This is an optimization exercise on Yosys and OpenROAD, whose aim is small area, not a production implementation.
RTL that was checked went through simulation tests only; none was proved equivalent to the original.

## HostInterface
module HostInterface
  (
   input wire ifclk,
   input wire resetb,
   input wire fx2_hics_b,
   input [2:0] fx2_flags,
   output reg fx2_sloe_b,
   output reg fx2_slrd_b,
   output reg fx2_slwr_b,
   output fx2_slcs_b,
   output reg fx2_pktend_b,
   output [1:0] fx2_fifo_addr,
   input [15:0] fx2_fd_in,
   output [15:0] fx2_fd_out,
   output fx2_fd_oe,
   output reg [15:0] di_term_addr,
   output [31:0] di_reg_addr,
   output [31:0] di_len,
   output di_read_mode,
   output            di_read_req,
   output reg        di_read,
   input wire        di_read_rdy,
   input      [15:0] di_reg_datao,
   output reg        di_write,
   input wire        di_write_rdy,
   output di_write_mode,
   output [15:0] di_reg_datai,
   input [15:0]      di_transfer_status
   );
   localparam [1:0] RCV_CMD = 2'd0, IDLE = 2'd1, PROCESS_CMD = 2'd2, SEND_ACK = 2'd3;
   reg        empty_b, full_b, cmd_start;
   reg [15:0] fd_in;           
   reg [15:0] fd_out;
   reg [1:0]  state;
   reg        is_rd, is_wr;    
   reg        mode;            
   reg        rq0;             
   reg        fa1;             
   reg [31:0] addr;            
   reg [30:0] len;             
   reg [30:0] remn;            
   reg [3:0]  cnt;             
   reg [15:0] checksum;        
   wire hide = (state == RCV_CMD);
  ...
For scale: about 830 cells after synthesis, ~180 flip-flops, ~180 I/O pins.
Settings: LEC_CHECK=0, CAP_MARGIN=20, CORE_MARGIN=2, CORE_UTILIZATION=40, CTS_BUF_LIST=sky130_fd_sc_hd__clkbuf_4 sky130_fd_sc_hd__clkbuf_8, SLEW_MARGIN=20; clock period 10.0 ns.
standard.sh (not shown) runs the stock make flow with config.mk's settings and CLKGATE_MAP_FILE= SYNTH_SCRIPT=/design/flow/synth_recipe.tcl, a recipe that flattens the netlist after the stock synthesis.
==> flow/flow/run.sh <==
#!/bin/bash
# Standard synthesis, then the standard layout with: the smallest buffer on
# each port, synthesis buffers removed and every logic cell downsized at
# floorplan (repair_design restores drive where it is needed).
set -euo pipefail
bash standard.sh synth > synth.log 2>&1
export BUFFER_PORTS_ARGS="-buffer_cell sky130_fd_sc_hd__buf_1"
export REMOVE_ABC_BUFFERS=1
export POST_FLOORPLAN_TCL="$PWD/flow/downsize.tcl"
export CTS_ARGS="-sink_clustering_enable -repair_clock_nets -dont_use_dummy_load -buf_list sky130_fd_sc_hd__clkbuf_8 -sink_clustering_size 30 -sink_clustering_max_diameter 120"
bash standard.sh finish > layout.log 2>&1
==> flow/flow/downsize.tcl <==
# Swap every logic cell to the smallest cell of its family (same function and
# pins, lower drive); repair_design later upsizes or buffers where slew or
# capacitance need it.
set db [ord::get_db]
set block [ord::get_db_block]
set smallest [dict create]
foreach lib [$db getLibs] {
  foreach m [$lib getMasters] {
    set n [$m getName]
    if { ![regexp {^(sky130_fd_sc_hd__[a-z0-9]+)_([0-9]+)$} $n -> fam drv] } { continue }
    if { [lsearch -exact $::env(DONT_USE_CELLS) $n] >= 0 } { continue }
    set a [expr {[$m getWidth] * [$m getHeight]}]
    if { ![dict exists $smallest $fam] || $a < [lindex [dict get $smallest $fam] 1] } {
      dict set smallest $fam [list $m $a]
    }
  }
}
set swapped 0
foreach inst [$block getInsts] {
  set m [$inst getMaster]
  set n [$m getName]
  if { ![regexp {^(sky130_fd_sc_hd__[a-z0-9]+)_([0-9]+)$} $n -> fam drv] } { continue }
  if { [regexp {tap|fill|decap|conb|clkbuf|clkinv|dly} $fam] } { continue }
  if { ![dict exists $smallest $fam] } { continue }
  set best [lindex [dict get $smallest $fam] 0]
  if { [$best getName] ne $n } {
    if { [$inst swapMaster $best] } { incr swapped }
  }
}
puts "downsize: swapped $swapped instances"
Then changed:
--- a/flow/design.v
+++ b/flow/design.v
@@ -79,13 +79,28 @@
       end
    endgenerate
    wire rem_zero = &remn;
    reg        n_sloe_b, n_slrd_b, n_slwr_b, n_pktend_b, n_fa1;
    reg [1:0]  n_state;
    reg        n_mode, n_read, n_write;
-   reg [15:0] n_fd_out, n_checksum, n_term;
+   reg [15:0] n_term;
+   wire in_proc = !cmd_start && state == PROCESS_CMD;
+   wire in_ack  = !cmd_start && state == SEND_ACK;
+   wire ack_ld  = in_ack && fx2_sloe_b && fx2_slwr_b && full_b;    
+   wire c_add   = in_proc && ((is_rd && !fx2_slwr_b) || (is_wr && di_write));
+   wire c_sts   = in_ack && (cnt[2] || cnt[1]);
+   wire c_hold  = !cmd_start && !c_add && !c_sts;
+   wire [15:0] n_checksum = ({16{c_add}} & csum) | ({16{c_sts}} & di_transfer_status) |
+                            ({16{c_hold}} & checksum);
+   wire f_k     = ack_ld && cnt[1:0] == 2'd0;
+   wire f_c     = ack_ld && (cnt[1:0] == 2'd1 || cnt[1:0] == 2'd2);
+   wire f_d     = (ack_ld && cnt[1:0] == 2'd3) || (in_proc && is_rd && di_read);
+   wire f_f     = in_proc && is_wr;
+   wire f_h     = !cmd_start && !(in_ack && !fx2_sloe_b) && !ack_ld && !(in_proc && (is_wr || di_read));
+   wire [15:0] n_fd_out = ({16{f_k}} & 16'hA50F) | ({16{f_c}} & checksum) | ({16{f_d}} & di_reg_datao) |
+                          ({16{f_f}} & fd_in) | ({16{f_h}} & fd_out);
    reg [31:0] n_addr;
    reg [30:0] n_len, n_rem;
    reg [3:0]  n_cnt;
    reg        n_is_rd, n_is_wr;
    always @* begin
       n_sloe_b   = fx2_sloe_b;
@@ -94,14 +109,12 @@
       n_pktend_b = fx2_pktend_b;
       n_fa1      = fa1;
       n_state    = state;
       n_mode     = (state == PROCESS_CMD) || (state == SEND_ACK);
       n_read     = di_read;
       n_write    = di_write;
-      n_fd_out   = fd_out;
-      n_checksum = checksum;
       n_term     = di_term_addr;
       n_addr     = addr;
       n_len      = len;
       n_rem      = remn;
       n_cnt      = cnt;
       n_is_rd    = is_rd;
@@ -111,17 +124,15 @@
          n_cnt      = 0;
          n_sloe_b   = 0;
          n_slrd_b   = !(empty_b && fx2_slrd_b);
          n_slwr_b   = 1;
          n_pktend_b = 1;
          n_fa1      = 0;
-         n_checksum = 0;
          n_mode     = 0;
          n_write    = 0;
          n_read     = 0;
-         n_fd_out   = 0;
          n_term     = 0;
       end else begin
          case (state)
            IDLE: begin
               n_sloe_b   = 0;
               n_slrd_b   = 1;
@@ -154,44 +165,32 @@
                  n_state = PROCESS_CMD;
                  n_cnt   = 0;
               end
            end
            SEND_ACK: begin
               n_fa1 = 1;
-              if (cnt[2] | cnt[1])
-                n_checksum = di_transfer_status;
               if (!fx2_sloe_b) begin
                  n_sloe_b = 1;
-                 n_fd_out = 0;
               end else if (fx2_slwr_b) begin
                  if (full_b) begin
                     n_slwr_b = 0;
                     n_cnt    = cnt_inc;
-                    case (cnt[1:0])
-                      2'd0: n_fd_out = 16'hA50F;
-                      2'd3: n_fd_out = di_reg_datao;
-                      default: n_fd_out = checksum;
-                    endcase
                  end
               end else begin
                  n_slwr_b = 1;
                  if (cnt[2]) begin
                     n_state    = IDLE;
                     n_pktend_b = 0;
                  end
               end
            end
            PROCESS_CMD: begin
-              if ((is_rd && !fx2_slwr_b) || (is_wr && di_write))
-                n_checksum = csum;
               if (is_rd) begin
                  n_sloe_b = 1;
                  n_fa1    = 1;
                  n_slwr_b = !di_read;
-                 if (di_read)
-                   n_fd_out = di_reg_datao;
                  if (!mode) begin
                  end else if (rem_zero) begin
                     n_read     = 0;
                     if (!fx2_slwr_b && full_b) begin
                        if (|len[7:0])
                          n_pktend_b = 0;
@@ -208,13 +207,12 @@
                        n_addr     = addr_inc;
                     end else begin
                        n_read     = 0;
                     end
                  end
               end else if (is_wr) begin
-                 n_fd_out = fd_in;    
                  if (!mode) begin
                  end else if (rem_zero) begin
                     n_slrd_b = 1;
                     n_write  = 0;
                     if (di_write_rdy) begin
                        n_cnt   = 0;
Effect:
- non-clock buffer count rose by 2
- cell count falls slightly
- routed wire length went down by a few percent
- design area barely changes
- setup slack is worse by 110 ps
- utilization rose by 1.0 points
- synthesized cell count is lower by a few percent
- hold slack improved by 20 ps
The RTL of the first run of this note was laid out without a check of its function.

## re-timing with driven ports
The flow's constraints put no driver on any port. The routed layouts listed below were extracted and timed again, unchanged, in two steps. Step 1 assumes that a clkbuf_16 drives the clock port and a buf_2 every other input. Step 2 times the ports against the registers' clock, not the clock port: input delays grow and output delays shrink by t, the midpoint of the rising clock arrivals with the driver on. a / b / c = ideal ports / drivers / drivers and shift; a / b = the first two.
| run | shift t [ns] | setup slack, ns | hold slack, ns | worst setup path at the end | worst register clock-pin slew, ns |
|---|---|---|---|---|---|
| the first run | 0.478 | 3.336 / 3.336 / 3.336 | 0.487 / 0.487 / 0.487 | register to register | 0.09 / 0.09 |
| the second run | 0.483 | 3.224 / 3.224 / 3.224 | 0.507 / 0.507 / 0.507 | register to register | 0.10 / 0.10 |
After both steps every run listed still meets setup and hold.
